This is an optimization exercise on Yosys and OpenROAD, whose aim is small area, not a production implementation. Function was checked by simulation only, so behaviour that the tests miss may differ from the original. No activity file was given, so power comes from the tool's default toggle rates.

harbor:
Design dds_synth, start of the top module:
module dds_synth (
input  wire        CLK,
input  wire        RESET,
input  wire [7:0]  NOTE,
input  wire [2:0]  FORM,
output wire [31:0] WAVE
);
For scale: roughly 40 flip-flops, about 45 I/O pins, ~0.0040 sq mm of cells after synthesis.
Settings: LEC_CHECK=0, ABC_AREA=1, CAP_MARGIN=20, CORE_MARGIN=2, CORE_UTILIZATION=60, CTS_BUF_LIST=sky130_fd_sc_hd__clkbuf_8, GPL_TIMING_DRIVEN=0, SLEW_MARGIN=20; clock period 6.0 ns.
standard.sh (not shown) runs the stock make flow with config.mk's settings and CLKGATE_MAP_FILE= SYNTH_SCRIPT=/design/flow/synth_recipe.tcl, a recipe that flattens the netlist after the stock synthesis.
==> flow/flow/run.sh <==
#!/bin/bash
# Standard ORFS layout (the standard.sh) with these changes:
#  - synthesis maps with the ABC script in flow/abc_area.script;
#  - synthesis does not extract full/half adder cells (ADDER_MAP_FILE empty),
#    so ABC maps the adder logic itself.
#    Registers are unchanged: same count, names and cell types;
#  - the port buffers that buffer_ports inserts are sky130_fd_sc_hd__buf_1;
#  - extra make variables, one per line, from flow/make_args.txt (if any).
# Every tool's output is kept in the ORFS logs under orfs/logs/ and in
# flow_make.log here.
set -euo pipefail
rm -rf scripts_local
cp -r "$FLOW_HOME/scripts" scripts_local
cp flow/abc_area.script scripts_local/abc_area.script
extra=()
if [[ -f flow/make_args.txt ]]; then
  while IFS= read -r line; do
    [[ -n "$line" ]] && extra+=("$line")
  done < flow/make_args.txt
fi
bash standard.sh "SCRIPTS_DIR=$PWD/scripts_local" "ADDER_MAP_FILE=" \
  "BUFFER_PORTS_ARGS=-buffer_cell sky130_fd_sc_hd__buf_1" "${extra[@]}" finish > flow_make.log 2>&1
==> flow/flow/abc_area.script <==
strash
dch
amap -m -Q 0.1
topo
stime -c
==> flow/flow/make_args.txt <==
CTS_ARGS=-sink_clustering_enable -repair_clock_nets -buf_list sky130_fd_sc_hd__clkbuf_8 -dont_use_dummy_load
Input changes introduced in indigo (baseline for comparison: harbor):
# harbor
export LEC_CHECK = 0
export ABC_AREA = 1
export CAP_MARGIN = 20
export CORE_MARGIN = 2
export CORE_UTILIZATION = 60
export CTS_BUF_LIST = sky130_fd_sc_hd__clkbuf_8
export GPL_TIMING_DRIVEN = 0
export SLEW_MARGIN = 20
create_clock -name core_clock -period 6.0 [get_ports {CLK}]
# indigo
export LEC_CHECK = 0
export ABC_AREA = 1
export CAP_MARGIN = 20
export CORE_MARGIN = 2
export CORE_UTILIZATION = 60
export CTS_BUF_LIST = sky130_fd_sc_hd__clkbuf_8
export SLEW_MARGIN = 20
create_clock -name core_clock -period 6.0 [get_ports {CLK}]
==> flow/flow/abc_area.script <==
strash
dch
amap -m
topo
stime -c
==> flow/flow/make_args.txt <==
CTS_ARGS=-sink_clustering_enable -repair_clock_nets -buf_list sky130_fd_sc_hd__clkbuf_8 -dont_use_dummy_load -sink_clustering_size 20 -sink_buffer_max_cap_derate 1.0
Results
In indigo the post-route minimum period turned out 0.0086 ns lower than in harbor.
Where area of the core is concerned, harbor is outperformed by indigo.
indigo and harbor all finish clean.
Going from harbor to indigo, simple-gate area share of the yosys netlist +3.4 points; path depth of the worst reg2reg path went up.
[inputs] ember vs indigo
==> flow/flow/abc_area.script <==
strash
dch
amap
topo
stime -c
==> flow/flow/make_args.txt <==
CTS_ARGS=-sink_clustering_enable -repair_clock_nets -buf_list sky130_fd_sc_hd__clkbuf_8 -dont_use_dummy_load
### Flow results
For indigo and ember, there was not a single run that failed to finish clean. Re number of well taps: no difference whatsoever between ember and indigo. Cmp indigo and ember / post-route clock period utilization / higher: ember. Diff indigo -> ember: net switching share of the total power moved up; delay of the slowest critical-path stage moved up. From indigo to ember, max-slew violation count did not move at all. Cmp indigo and ember / final HPWL from detailed placement / lower: indigo. Compared with indigo, in ember power saw an increase; placement-stage cell area climbed 0.56%; area growth from synthesis to final layout has increased; total CTS buffers held; utilization grew by 0.40 points.
Input-level comparison between yarrow and ember:
==> flow/flow/run.sh <==
#!/bin/bash
# Standard ORFS layout (the standard.sh) with three changes:
#  - synthesis maps with the ABC script in flow/abc_area.script;
#  - synthesis does not extract full/half adder cells (ADDER_MAP_FILE empty),
#    so ABC maps the adder logic itself.
#    Registers are unchanged: same count, names and cell types;
#  - the port buffers that buffer_ports inserts are sky130_fd_sc_hd__buf_1.
# Every tool's output is kept in the ORFS logs under orfs/logs/ and in
# flow_make.log here.
set -euo pipefail
rm -rf scripts_local
cp -r "$FLOW_HOME/scripts" scripts_local
cp flow/abc_area.script scripts_local/abc_area.script
bash standard.sh "SCRIPTS_DIR=$PWD/scripts_local" "ADDER_MAP_FILE=" \
  "BUFFER_PORTS_ARGS=-buffer_cell sky130_fd_sc_hd__buf_1" finish > flow_make.log 2>&1
==> flow/flow/abc_area.script <==
strash
dch
amap -m
topo
stime -c
removed: flow/flow/make_args.txt
Results
For ember and yarrow, there was not a single run that failed to finish clean. Critical path depth in yarrow is 7 above ember. Fmax | yarrow vs ember | yarrow faster. The area share of buffers outside the clock network on yarrow is in line with that on ember. Total global-route track usage is higher on ember. Diff ember and yarrow: wire length reported by the detailed router higher in ember. A critical path's slowest cell of dfstp_4 is what ember shows, while edfxtp_1 belongs to yarrow. Diff ember -> yarrow | area growth from synthesis to final layout | increase of 0.74 points. The multi-input logic portion of the cell area of yarrow is lower than that of ember. | combinational share of power | higher: ember |. Sequential share of layout area: yarrow vs ember — no meaningful difference.
What zinc does differently from yarrow at the input level:
==> flow/flow/abc_area.script <==
strash
dch
amap
topo
stime -c
Results
Re clock network fraction of design power: yarrow and zinc aren't equal, and the lower value belongs to yarrow.
Compared to yarrow, zinc was floorplanned on a bigger die.
zinc against yarrow: number of vias in the routed layout +155; part of the total power dissipated in combinational logic went up by 0.9 points; final area rose 1.3%.
The inputs of garnet differ from those of zinc as listed below.
# zinc
export LEC_CHECK = 0
export ABC_AREA = 1
export CAP_MARGIN = 20
export CORE_MARGIN = 2
export CORE_UTILIZATION = 60
export CTS_BUF_LIST = sky130_fd_sc_hd__clkbuf_8
export SLEW_MARGIN = 20
create_clock -name core_clock -period 6.0 [get_ports {CLK}]
# garnet
export LEC_CHECK = 0
export ABC_AREA = 1
export CAP_MARGIN = 20
export CORE_MARGIN = 2
export CORE_UTILIZATION = 50
export CTS_BUF_LIST = sky130_fd_sc_hd__clkbuf_8
export GPL_TIMING_DRIVEN = 0
export SLEW_MARGIN = 20
create_clock -name core_clock -period 6.0 [get_ports {CLK}]
==> flow/flow/run.sh <==
#!/bin/bash
# Standard ORFS layout (the standard.sh) with these changes:
#  - synthesis maps with the ABC script in flow/abc_area.script;
#  - synthesis does not extract full/half adder cells (ADDER_MAP_FILE empty),
#    so ABC maps the adder logic itself.
#    Registers are unchanged: same count, names and cell types;
#  - the port buffers that buffer_ports inserts are sky130_fd_sc_hd__buf_1;
#  - extra make variables, one per line, from flow/make_args.txt (if any).
# Every tool's output is kept in the ORFS logs under orfs/logs/ and in
# flow_make.log here.
set -euo pipefail
rm -rf scripts_local
cp -r "$FLOW_HOME/scripts" scripts_local
cp flow/abc_area.script scripts_local/abc_area.script
extra=()
if [[ -f flow/make_args.txt ]]; then
  while IFS= read -r line; do
    [[ -n "$line" ]] && extra+=("$line")
  done < flow/make_args.txt
fi
bash standard.sh "SCRIPTS_DIR=$PWD/scripts_local" "ADDER_MAP_FILE=" \
  "BUFFER_PORTS_ARGS=-buffer_cell sky130_fd_sc_hd__buf_1" "${extra[@]}" finish > flow_make.log 2>&1
==> flow/flow/abc_area.script <==
strash
dch
amap -m
topo
stime -c
==> flow/flow/make_args.txt (new file) <==
CTS_ARGS=-sink_clustering_enable -repair_clock_nets -buf_list sky130_fd_sc_hd__clkbuf_8 -dont_use_dummy_load
--- outcome ---
Summary of garnet over zinc: least setup slack across all paths after layout rose 0.22 ns, depth of the critical timing path with buffers and inverters included fell 6.1%, core utilization fell 13 points. Die area in garnet is 0.0013 sq mm above zinc. Looking at upper clock frequency limit, garnet sits about 4% above zinc. Launch point of the worst path = n2d.S[3]: zinc; launch point of the worst path = n2d.K[3]: garnet. Against zinc as the reference, garnet delivers a lower power density normalized to cell area. Every run (garnet and zinc) finished clean. Compared with zinc, in garnet global-route wire length before repair moved up; parity-gate share of the synthesized area counting xor and xnor cells did not really move; post-CTS setup buffer count went up 10. garnet ended up with edfxtp_1 as its critical-path cell with the highest stage delay; zinc ended up with dfstp_4.

Another version of the RTL of dds_synth (not shown whole).
Size: roughly 690 cells after synthesis, roughly 40 flip-flops, ~45 I/O pins, about 0.0042 sq mm of cells after synthesis.
// dds_synth
module dds_synth (
input  wire        CLK,
input  wire        RESET,
input  wire [7:0]  NOTE,
input  wire [2:0]  FORM,
output wire [31:0] WAVE
);
Settings: LEC_CHECK=0, ABC_AREA=1, CAP_MARGIN=0, CORE_MARGIN=2, CORE_UTILIZATION=60, CTS_BUF_LIST=sky130_fd_sc_hd__clkbuf_8, SLEW_MARGIN=0; clock period 6.0 ns.
==> flow/flow/run.sh <==
#!/bin/bash
# Standard ORFS layout (the standard.sh) with three changes:
#  - synthesis maps with the ABC script in flow/abc_area.script;
#  - synthesis does not extract full/half adder cells (ADDER_MAP_FILE empty),
#    so ABC maps the adder logic itself.
#    Registers are unchanged: same count, names and cell types;
#  - the port buffers that buffer_ports inserts are sky130_fd_sc_hd__buf_1.
# Every tool's output is kept in the ORFS logs under orfs/logs/ and in
# flow_make.log here.
set -euo pipefail
rm -rf scripts_local
cp -r "$FLOW_HOME/scripts" scripts_local
cp flow/abc_area.script scripts_local/abc_area.script
bash standard.sh "SCRIPTS_DIR=$PWD/scripts_local" "ADDER_MAP_FILE=" \
  "BUFFER_PORTS_ARGS=-buffer_cell sky130_fd_sc_hd__buf_1" finish > flow_make.log 2>&1
==> flow/flow/abc_area.script <==
strash
dch
map -a
topo
stime -c
Edit:
==> flow/flow/run.sh (replaced) <==
#!/bin/bash
# Standard ORFS layout (the standard.sh) with these changes:
#  - synthesis maps with the ABC script in flow/abc_area.script;
#  - synthesis does not extract full/half adder cells (ADDER_MAP_FILE empty),
#    so ABC maps the adder logic itself.
#    Registers are unchanged: same count, names and cell types;
#  - the port buffers that buffer_ports inserts are sky130_fd_sc_hd__buf_1;
#  - extra make variables, one per line, from flow/make_args.txt (if any).
# Every tool's output is kept in the ORFS logs under orfs/logs/ and in
# flow_make.log here.
set -euo pipefail
rm -rf scripts_local
cp -r "$FLOW_HOME/scripts" scripts_local
cp flow/abc_area.script scripts_local/abc_area.script
extra=()
if [[ -f flow/make_args.txt ]]; then
  while IFS= read -r line; do
    [[ -n "$line" ]] && extra+=("$line")
  done < flow/make_args.txt
fi
bash standard.sh "SCRIPTS_DIR=$PWD/scripts_local" "ADDER_MAP_FILE=" \
  "BUFFER_PORTS_ARGS=-buffer_cell sky130_fd_sc_hd__buf_1" "${extra[@]}" finish > flow_make.log 2>&1
==> flow/flow/make_args.txt (new file) <==
CTS_ARGS=-sink_clustering_enable -repair_clock_nets -buf_list sky130_fd_sc_hd__clkbuf_16 -root_buf sky130_fd_sc_hd__clkbuf_16 -sink_clustering_size 40 -sink_clustering_max_diameter 500 -sink_buffer_max_cap_derate 1.0
CAP_MARGIN = 20   (was 0)
SLEW_MARGIN = 20   (was 0)
Outcome: The changed run completed without violations. Register-to-register slack loses 20 ps. Total power goes up by 5.0%. Clock power goes up by about 44%.

## job 3146
dds_synth, a different RTL version from the one above (not shown whole).
Size in the first run: ~710 cells after synthesis, ~40 flip-flops, roughly 45 I/O pins.
Design dds_synth, start of the top module:
module dds_synth (
input  wire        CLK,
input  wire        RESET,
input  wire [7:0]  NOTE,
input  wire [2:0]  FORM,
output wire [31:0] WAVE
);
wire [31:0] ADDER;
wire        ROUND;
wire [31:0] DDS;
note2dds_1st_gen n2d (.CLK(CLK), .RESET(RESET), .NOTE(NOTE), .ADDER(ADDER), .ROUND(ROUND));
DDS dds2 (.CLK(CLK), .RESET(RESET), .ADDER(ADDER), .ROUND(ROUND), .DDS(DDS));
form_wave formw (.DDS(DDS), .form(FORM), .WAVE(WAVE));
endmodule
clock: 6.0 ns
lec_check: 0
abc_area: 1
cap_margin: 20
core_margin: 2
core_utilization: 60
cts_buf_list: sky130_fd_sc_hd__clkbuf_8
slew_margin: 20
run.sh (not shown) runs the stock make flow with config.mk's settings and CLKGATE_MAP_FILE= SYNTH_SCRIPT=/design/flow/synth_recipe.tcl, a recipe that flattens the netlist after the stock synthesis.
Stock flow here: none of the scripts above is used.
Having completed the whole flow, job 3146 delivered a layout that passed the timing, DRC and antenna checks.
Setup changes, job 3146 to job 9657
==> flow/flow/run.sh (new file) <==
#!/bin/bash
# Standard ORFS layout (the standard.sh) with two changes:
#  - synthesis maps with the ABC script in flow/abc_area.script (no change to
#    the rest of the synthesis: same registers, same names and cell types);
#  - the port buffers that buffer_ports inserts are sky130_fd_sc_hd__buf_1.
# Every tool's output is kept in the ORFS logs under orfs/logs/ and in
# flow_make.log here.
set -euo pipefail
rm -rf scripts_local
cp -r "$FLOW_HOME/scripts" scripts_local
cp flow/abc_area.script scripts_local/abc_area.script
bash standard.sh "SCRIPTS_DIR=$PWD/scripts_local" \
  "BUFFER_PORTS_ARGS=-buffer_cell sky130_fd_sc_hd__buf_1" finish > flow_make.log 2>&1
==> flow/flow/abc_area.script (new file) <==
strash
dch
map -B 0.9
topo
stime -c
==> flow/standard.sh (new file) <==
#!/bin/bash
# synth_recipe.tcl (not shown) runs the flow's synth.tcl, then flattens the netlist and writes it again
# the make line also repeats each setting of config.mk as NAME=value (left out here)
make -C /OpenROAD-flow-scripts/flow DESIGN_CONFIG=/design/flow/config.mk WORK_HOME=/design/flow/orfs CLKGATE_MAP_FILE= SYNTH_SCRIPT=/design/flow/synth_recipe.tcl "${@:-finish}"
removed: flow/run.sh
==> comparison <==
- Re synthesized cell count: job 3146 was higher than job 9657.
- Compared with job 3146, job 9657 shows multi-input gate share of the layout cell area higher by 1.9 points.
- Netlist area before placement improves in job 9657 relative to job 3146.
- Depth of the worst register-to-register path ended up 2 higher on job 9657 than on job 3146.
- The design area of job 9657 was superior to that of job 3146.
What job 8450 does differently from job 9657 at the input level:
==> flow/flow/abc_area.script <==
strash
dch
map -D 4000
topo
stime -c
## What came out
- Class of the most critical setup path: flop to primary output -> job 8450, primary input to primary output -> job 9657
- The wire length in job 9657 is 0.80 times that in job 8450.
- In job 8450 the implementation ran to completion but is not tape-out ready, as the final checks report negative setup slack.
- In the flow results for job 8450 and job 9657, the die area is smaller on job 8450.
- Looking at global-route usage, job 8450 sits 2.2 points above job 9657.

== purple ==
RTL: one of the versions met above, not the one the previous note started from.
For scale: roughly 690 cells after synthesis, about 40 flip-flops, ~45 I/O pins.
clock: 6.0 ns
lec_check: 0
abc_area: 1
cap_margin: 20
core_margin: 2
core_utilization: 60
cts_buf_list: sky130_fd_sc_hd__clkbuf_8
cts_cluster_diameter: 500
cts_cluster_size: 40
slew_margin: 20
standard.sh (not shown) runs the stock make flow with config.mk's settings and CLKGATE_MAP_FILE= SYNTH_SCRIPT=/design/flow/synth_recipe.tcl, a recipe that flattens the netlist after the stock synthesis.
==> flow/flow/run.sh <==
#!/bin/bash
# Standard ORFS layout (the standard.sh) with three changes:
#  - synthesis maps with the ABC script in flow/abc_area.script;
#  - synthesis does not extract full/half adder cells (ADDER_MAP_FILE empty),
#    so ABC maps the adder logic itself.
#    Registers are unchanged: same count, names and cell types;
#  - the port buffers that buffer_ports inserts are sky130_fd_sc_hd__buf_1.
# Every tool's output is kept in the ORFS logs under orfs/logs/ and in
# flow_make.log here.
set -euo pipefail
rm -rf scripts_local
cp -r "$FLOW_HOME/scripts" scripts_local
cp flow/abc_area.script scripts_local/abc_area.script
bash standard.sh "SCRIPTS_DIR=$PWD/scripts_local" "ADDER_MAP_FILE=" \
  "BUFFER_PORTS_ARGS=-buffer_cell sky130_fd_sc_hd__buf_1" finish > flow_make.log 2>&1
==> flow/flow/abc_area.script <==
strash
dch
map -a
topo
stime -c
purple finished every step from synthesis to the final layout, and the layout passed the timing, DRC and antenna checks.
Input changes introduced in green (baseline for comparison: purple):
==> flow/flow/run.sh <==
#!/bin/bash
# Standard ORFS layout (the standard.sh) with these changes:
#  - synthesis maps with the ABC script in flow/abc_area.script;
#  - synthesis does not extract full/half adder cells (ADDER_MAP_FILE empty),
#    so ABC maps the adder logic itself.
#    Registers are unchanged: same count, names and cell types;
#  - the port buffers that buffer_ports inserts are sky130_fd_sc_hd__buf_1;
#  - extra make variables, one per line, from flow/make_args.txt (if any).
# Every tool's output is kept in the ORFS logs under orfs/logs/ and in
# flow_make.log here.
set -euo pipefail
rm -rf scripts_local
cp -r "$FLOW_HOME/scripts" scripts_local
cp flow/abc_area.script scripts_local/abc_area.script
extra=()
if [[ -f flow/make_args.txt ]]; then
  while IFS= read -r line; do
    [[ -n "$line" ]] && extra+=("$line")
  done < flow/make_args.txt
fi
bash standard.sh "SCRIPTS_DIR=$PWD/scripts_local" "ADDER_MAP_FILE=" \
  "BUFFER_PORTS_ARGS=-buffer_cell sky130_fd_sc_hd__buf_1" "${extra[@]}" finish > flow_make.log 2>&1
==> flow/flow/make_args.txt (new file) <==
CTS_ARGS=-repair_clock_nets -buf_list sky130_fd_sc_hd__clkbuf_8 -root_buf sky130_fd_sc_hd__clkbuf_16
--- a/flow/config.mk
+++ b/flow/config.mk
@@ -12,4 +12,2 @@
 export CTS_BUF_LIST = sky130_fd_sc_hd__clkbuf_8
-export CTS_CLUSTER_DIAMETER = 500
-export CTS_CLUSTER_SIZE = 40
 export SLEW_MARGIN = 20
## What came out
- Going from purple to green, number of global-route vias before repair has increased; cell area power density grew by about 3.7%.
- Total track usage: purple and green compared, lower one is purple
- Looking at total power across purple and green, the one that comes out lower is purple.
- purple -> green: number of core rows delta 0, exact match
- Of green and purple, it is green that has the higher data arrival time of the worst path.
- | shortest clock period the worst path allows after layout | higher: green |
- green | stages: all done | timing, DRC, antenna: all pass
- Higher routed wire length goes to green over purple.

==> static timing again, ports no longer ideal <==
No port has a modelled driver above. Below, the same layouts with a new extraction and two added sets of constraints.
Step 1 sets driving cells, clkbuf_16 on the clock port and buf_2 on the other inputs (assumed; they add their load-dependent delay and slew).
Step 2 adds t to the input delays and takes it off the output delays; t is the mean of the earliest and latest rising clock arrival at the registers after step 1. Input paths then give back, and output paths get back, about the clock's delay inside the block.
a / b / c = ideal ports / drivers / drivers and shift; a / b = the first two.
run | shift t [ns] | setup slack, ns | worst hold slack (ns)
harbor | 0.328 | 0.377 / 0.345 / 0.440 | 0.557 / 0.557 / 0.557
indigo | 0.319 | 0.385 / 0.385 / 0.385 | 0.516 / 0.516 / 0.516
ember | 0.326 | 0.207 / 0.207 / 0.207 | 0.543 / 0.543 / 0.543
yarrow | 0.327 | 0.371 / 0.371 / 0.371 | 0.518 / 0.518 / 0.518
zinc | 0.333 | 0.175 / 0.175 / 0.175 | 0.543 / 0.543 / 0.543
garnet | 0.327 | 0.394 / 0.394 / 0.394 | 0.509 / 0.509 / 0.509
the first run of note 2 | 0.328 | 0.467 / 0.437 / 0.501 | 0.489 / 0.489 / 0.489
the second run of note 2 | 0.317 | 0.431 / 0.396 / 0.482 | 0.485 / 0.485 / 0.485
job 3146 | 0.333 | 0.414 / 0.388 / 0.388 | 0.566 / 0.566 / 0.566
job 9657 | 0.326 | 0.496 / 0.472 / 0.472 | 0.564 / 0.564 / 0.564
job 8450 | 0.348 | -0.193 / -0.228 / 0.120 | 0.507 / 0.507 / 0.507
purple | 0.328 | 0.467 / 0.437 / 0.501 | 0.489 / 0.489 / 0.489
green | 0.317 | 0.431 / 0.396 / 0.482 | 0.485 / 0.485 / 0.485
For job 3146, which loses most, drivers alone change the setup slack by -0.026 ns; drivers and shift together by -0.026 ns.
